Background: an optimization exercise with open tools, aiming at small area. Do not read the settings as production practice. Only simulation tests tie the RTL to the original design; equivalence was not proved. No activity file was given, so power comes from the tool's default toggle rates.

build 41:
==> flow/design.v (excerpt) <==
module pong(
	input logic clk_50M,
	input logic rst,
	input logic [16:0] sw,
	input logic [3:0] btns_b,
	output logic [17:0] ledr,
	output logic [8:0] ledg,
    output logic HS, VS,
    output logic [23:0] VGA_RGB,
    output logic VGA_clk,
    output logic VGA_blank
);
	logic clk;
	assign clk = clk_50M;
	logic       clk_25M;
	logic [9:0] hc, vc;
	logic       in_play;
	logic [2:0] lscore, rscore;
	logic [9:0] bx, bx_q;
	logic [8:1] by_h, by_h_q;
	logic       dir_x, dir_y;
	logic [9:0] period, cnt, period_q, cnt_q;
	logic [8:0] lp, rp, lp_q, rp_q;
	assign bx = bx_q ^ 10'd464;
	assign by_h = by_h_q ^ 8'd135;
	assign period = period_q ^ 10'd1000;
	assign cnt = cnt_q ^ 10'd1000;
	assign lp = lp_q ^ 9'd251;
	assign rp = rp_q ^ 9'd251;
	logic [8:0] by;
	assign by = {by_h, ~bx[0]};
	assign ledg = 9'b0;
	assign ledr = {12'b0, lscore, rscore};
	function automatic [9:0] step(input [9:0] v, input en, input down);
		logic [9:0] t;
		t[0] = en;
		for (int i = 1; i < 10; i++) t[i] = t[i-1] & (v[i-1] ^ down);
		step = v ^ t;
	endfunction
	logic h_end, v_end;
	assign h_end = hc[9] & hc[8] & (&hc[4:0]);
	assign v_end = vc[9] & vc[3];
	always_ff @(posedge clk, posedge rst) begin
		if (rst) begin
			clk_25M <= 1'b0;
			hc <= 10'd0;
			vc <= 10'd0;
		end else begin
			clk_25M <= ~clk_25M;
			hc <= (~clk_25M & h_end) ? 10'd0 : step(hc, ~clk_25M, 1'b0);
			vc <= (~clk_25M & h_end & v_end) ? 10'd0 : step(vc, ~clk_25M & h_end, 1'b0);
		end
	end
	assign VGA_clk = ~clk_25M;
	assign HS = (hc > 10'd95);
	assign VS = (vc > 10'd1);
	assign VGA_blank = (hc >= 10'd144) & (hc <= 10'd783) & (vc >= 10'd31) & (vc <= 10'd510);
	logic [2:0] stripe;
	always_comb begin
		stripe = 3'd0;
  ...
clock: 20.0 ns
lec_check: 0
cap_margin: 20
core_margin: 2
core_utilization: 70
slew_margin: 20
standard.sh (not shown) runs the stock make flow with config.mk's settings and CLKGATE_MAP_FILE= SYNTH_SCRIPT=/design/flow/synth_recipe.tcl, a recipe that flattens the netlist after the stock synthesis.
==> flow/flow/run.sh <==
#!/bin/bash
# The standard ORFS layout, except that:
#  - synthesis maps the logic with several area-oriented ABC scripts, keeps
#    the smallest result, and leaves adders to ABC (no full/half-adder
#    extraction); the registers are those of the standard synthesis;
#  - each port gets the smallest buffer (buf_1) instead of the default;
#  - the clock tree is built without dummy loads.
# All output goes to standard.log; ORFS keeps per-step logs under orfs/logs.
set -euo pipefail
here=$(pwd)
export AREA_ABC_SCRIPTS="$(ls $here/flow/abc_*.script | tr '\n' ' ')"
export BUFFER_PORTS_ARGS="-buffer_cell sky130_fd_sc_hd__buf_1"
export CTS_ARGS="-sink_clustering_enable -repair_clock_nets -buf_list sky130_fd_sc_hd__clkbuf_8 -dont_use_dummy_load"
bash standard.sh SYNTH_SCRIPT=$here/flow/synth.tcl ADDER_MAP_FILE= finish > standard.log 2>&1
==> flow/flow/synth.tcl <==
# The standard synthesis (synth_recipe.tcl), except for the ABC step: the
# logic is mapped with each of the area-oriented ABC scripts listed in
# AREA_ABC_SCRIPTS and the smallest result is kept. Everything before ABC,
# and so every register's name and cell, is unchanged.
proc synth {args} { yosys synth -nofsm -noshare {*}$args }
proc abc {args} {
  set i [lsearch -exact $args -script]
  set lib [lindex $::env(LIB_FILES) 0]
  set stat_file $::env(OBJECTS_DIR)/abc_area_pick.txt
  yosys design -save pre_abc
  set best_area ""
  set best_script ""
  foreach script $::env(AREA_ABC_SCRIPTS) {
    yosys design -load pre_abc
    yosys abc {*}[lreplace $args [expr {$i+1}] [expr {$i+1}] $script]
    yosys tee -q -o $stat_file stat -liberty $lib
    set fh [open $stat_file r]; set txt [read $fh]; close $fh
    regexp {Chip area for module[^:]*:\s*([0-9.]+)} $txt -> area
    puts "ABC script $script: area $area"
    if { $best_area eq "" || $area < $best_area } { set best_area $area; set best_script $script }
  }
  puts "ABC script picked: $best_script ($best_area)"
  yosys design -load pre_abc
  yosys abc {*}[lreplace $args [expr {$i+1}] [expr {$i+1}] $best_script]
}
source $::env(SCRIPTS_DIR)/synth.tcl
# left out here: clear keep_hierarchy, flatten, clean up, hide names made inside functions, write 1_2_yosys.v
Other scripts of this flow, unchanged in this note and not shown: flow/flow/abc_e2.script, flow/flow/abc_e3.script, flow/flow/abc_g5.script, flow/flow/abc_h1.script, flow/flow/abc_h2.script, flow/flow/abc_h3.script, flow/flow/abc_h4.script, flow/flow/abc_h8.script
Modified inputs, build 23 compared to build 41
diff --git a/flow/flow/run.sh b/flow/flow/run.sh
--- a/flow/flow/run.sh
+++ b/flow/flow/run.sh
@@ -11,4 +11,4 @@
 export AREA_ABC_SCRIPTS="$(ls $here/flow/abc_*.script | tr '\n' ' ')"
 export BUFFER_PORTS_ARGS="-buffer_cell sky130_fd_sc_hd__buf_1"
-export CTS_ARGS="-sink_clustering_enable -repair_clock_nets -buf_list sky130_fd_sc_hd__clkbuf_8 -dont_use_dummy_load"
+export CTS_ARGS="-sink_clustering_enable -repair_clock_nets -buf_list sky130_fd_sc_hd__clkbuf_16 -dont_use_dummy_load"
 bash standard.sh SYNTH_SCRIPT=$here/flow/synth.tcl ADDER_MAP_FILE= finish > standard.log 2>&1
Findings:
- Comparing build 23 against build 41, there is no change at all in area of all sequential standard cells.
- Comparing mean number of vias per cell for build 23 and build 41, the bigger number came from build 23.
- Build 23 vs. build 41: clock group total power increased by about 43% relative to the old numbers, design area higher, fraction of area in multi-input gates down 0.85 points, global-route usage shows an increase of 0.60 points.
Changes in build 44 relative to build 23:
==> flow/flow/run.sh <==
#!/bin/bash
# The standard ORFS layout, except that:
#  - synthesis maps the logic with several area-oriented ABC scripts (some
#    using &deepsyn with a time limit), keeps
#    the smallest result, and leaves adders to ABC (no full/half-adder
#    extraction); the registers are those of the standard synthesis;
#  - each port gets the smallest buffer (buf_1) instead of the default;
#  - the clock tree is built without dummy loads.
# All output goes to standard.log; ORFS keeps per-step logs under orfs/logs.
set -euo pipefail
here=$(pwd)
export AREA_ABC_SCRIPTS="$(ls $here/flow/abc_*.script | tr '\n' ' ')"
export BUFFER_PORTS_ARGS="-buffer_cell sky130_fd_sc_hd__buf_1"
export CTS_ARGS="-sink_clustering_enable -repair_clock_nets -buf_list sky130_fd_sc_hd__clkbuf_8 -dont_use_dummy_load"
bash standard.sh SYNTH_SCRIPT=$here/flow/synth.tcl ADDER_MAP_FILE= finish > standard.log 2>&1
==> flow/flow/abc_ds1.script (new file) <==
strash
&get -n
&fraig -x
&put
scorr
dc2
&get -n
&deepsyn -T 20 -S 1
&put
strash
dch -f
amap -m -F 4 -A 8
==> flow/flow/abc_ds2.script (new file) <==
strash
&get -n
&fraig -x
&put
scorr
dc2
&get -n
&deepsyn -T 20 -S 2
&put
strash
dch -f
amap -m -F 4 -A 8
==> flow/flow/abc_ds3.script (new file) <==
strash
&get -n
&fraig -x
&put
scorr
dc2
&get -n
&deepsyn -T 20 -S 3
&put
strash
dch -f
amap -m -F 4 -A 8
==> flow/flow/abc_ds4.script (new file) <==
strash
&get -n
&fraig -x
&put
scorr
dc2
&get -n
&deepsyn -T 20 -S 4
&put
strash
dch -f
amap -m -F 4 -A 8
==> flow/flow/abc_ds5.script (new file) <==
strash
&get -n
&fraig -x
&put
scorr
dc2
&get -n
&deepsyn -T 20 -S 5
&put
strash
dch -f
amap -m -F 4 -A 8
==> flow/flow/abc_ds6.script (new file) <==
strash
&get -n
&fraig -x
&put
scorr
dc2
&get -n
&deepsyn -T 20 -S 6
&put
strash
dch -f
amap -m -F 4 -A 8
diff --git a/flow/flow/synth.tcl b/flow/flow/synth.tcl
--- a/flow/flow/synth.tcl
+++ b/flow/flow/synth.tcl
@@ -13,14 +13,19 @@
   foreach script $::env(AREA_ABC_SCRIPTS) {
     yosys design -load pre_abc
-    yosys abc {*}[lreplace $args [expr {$i+1}] [expr {$i+1}] $script]
+    if { [catch { yosys abc {*}[lreplace $args [expr {$i+1}] [expr {$i+1}] $script] } err] } {
+      puts "ABC script $script failed: $err"
+      continue
+    }
     yosys tee -q -o $stat_file stat -liberty $lib
     set fh [open $stat_file r]; set txt [read $fh]; close $fh
     regexp {Chip area for module[^:]*:\s*([0-9.]+)} $txt -> area
     puts "ABC script $script: area $area"
-    if { $best_area eq "" || $area < $best_area } { set best_area $area; set best_script $script }
+    if { $best_area eq "" || $area < $best_area } {
+      set best_area $area; set best_script $script
+      yosys design -save best_abc
+    }
   }
   puts "ABC script picked: $best_script ($best_area)"
-  yosys design -load pre_abc
-  yosys abc {*}[lreplace $args [expr {$i+1}] [expr {$i+1}] $best_script]
+  yosys design -load best_abc
 }
 source $::env(SCRIPTS_DIR)/synth.tcl
Findings:
Build 44 ran to completion and came out clean on the timing, DRC and antenna checks.
Summary of the comparison: combined global-route utilization of all metal layers is lower in build 44, relative to build 23.
[build 44 vs build 23] insertion delay to the later sink of the worst-skew pair: higher in build 44
Build 44 ends up with a worst vdd rail ir drop that is 22% lower than in build 23.
Build 44 vs build 23 on starting density of the core: build 44 is the lower one.
Build 23 → build 44: number of synthesized flops with an enable pin now sits at about the same level, synthesized cell count now sits lower, worst setup slack now sits higher, fraction of met3 tracks used by global routing now sits lower.
Build 23 has a higher wire length of the first global-routing pass than build 44.
Between build 44 and build 23, it is build 44 whose cell area is lower, by 4.6%.
Compared with build 23, build 44 shows a largest incremental delay on the critical path that is 30 ps lower.

## re-timing with driven ports
In the flow no input, the clock included, has a driving cell. The finished layouts below were timed again as built, in two steps. Step 1 (the two cells are an assumption about what drives the block):
set clk [get_ports {clk_50M}]
set_driving_cell -lib_cell sky130_fd_sc_hd__clkbuf_16 $clk
set_driving_cell -lib_cell sky130_fd_sc_hd__buf_2 [delete_from_list [all_inputs] $clk]
Step 2 moves the port delays by t, midway between the first and last clock arrival at a register: inputs arrive t later, outputs are due t later. That takes back most of the time a late clock gives input paths. Slacks: no drivers / after step 1 / after step 2; pairs: no drivers / after step 1.
run	shift t [ns]	setup WS [ns]	worst setup path after step 2	clock arrival spread, ns
build 41	0.385	10.828 / 10.809 / 10.809	input to output	0.032 / 0.032
build 23	0.368	10.841 / 10.821 / 10.821	input to output	0.018 / 0.017
build 44	0.388	10.845 / 10.821 / 10.821	input to output	0.033 / 0.033
After both steps setup and hold are still met in every run listed. For build 44, which loses most, drivers alone change the setup slack by -0.024 ns; drivers and shift together by -0.024 ns.
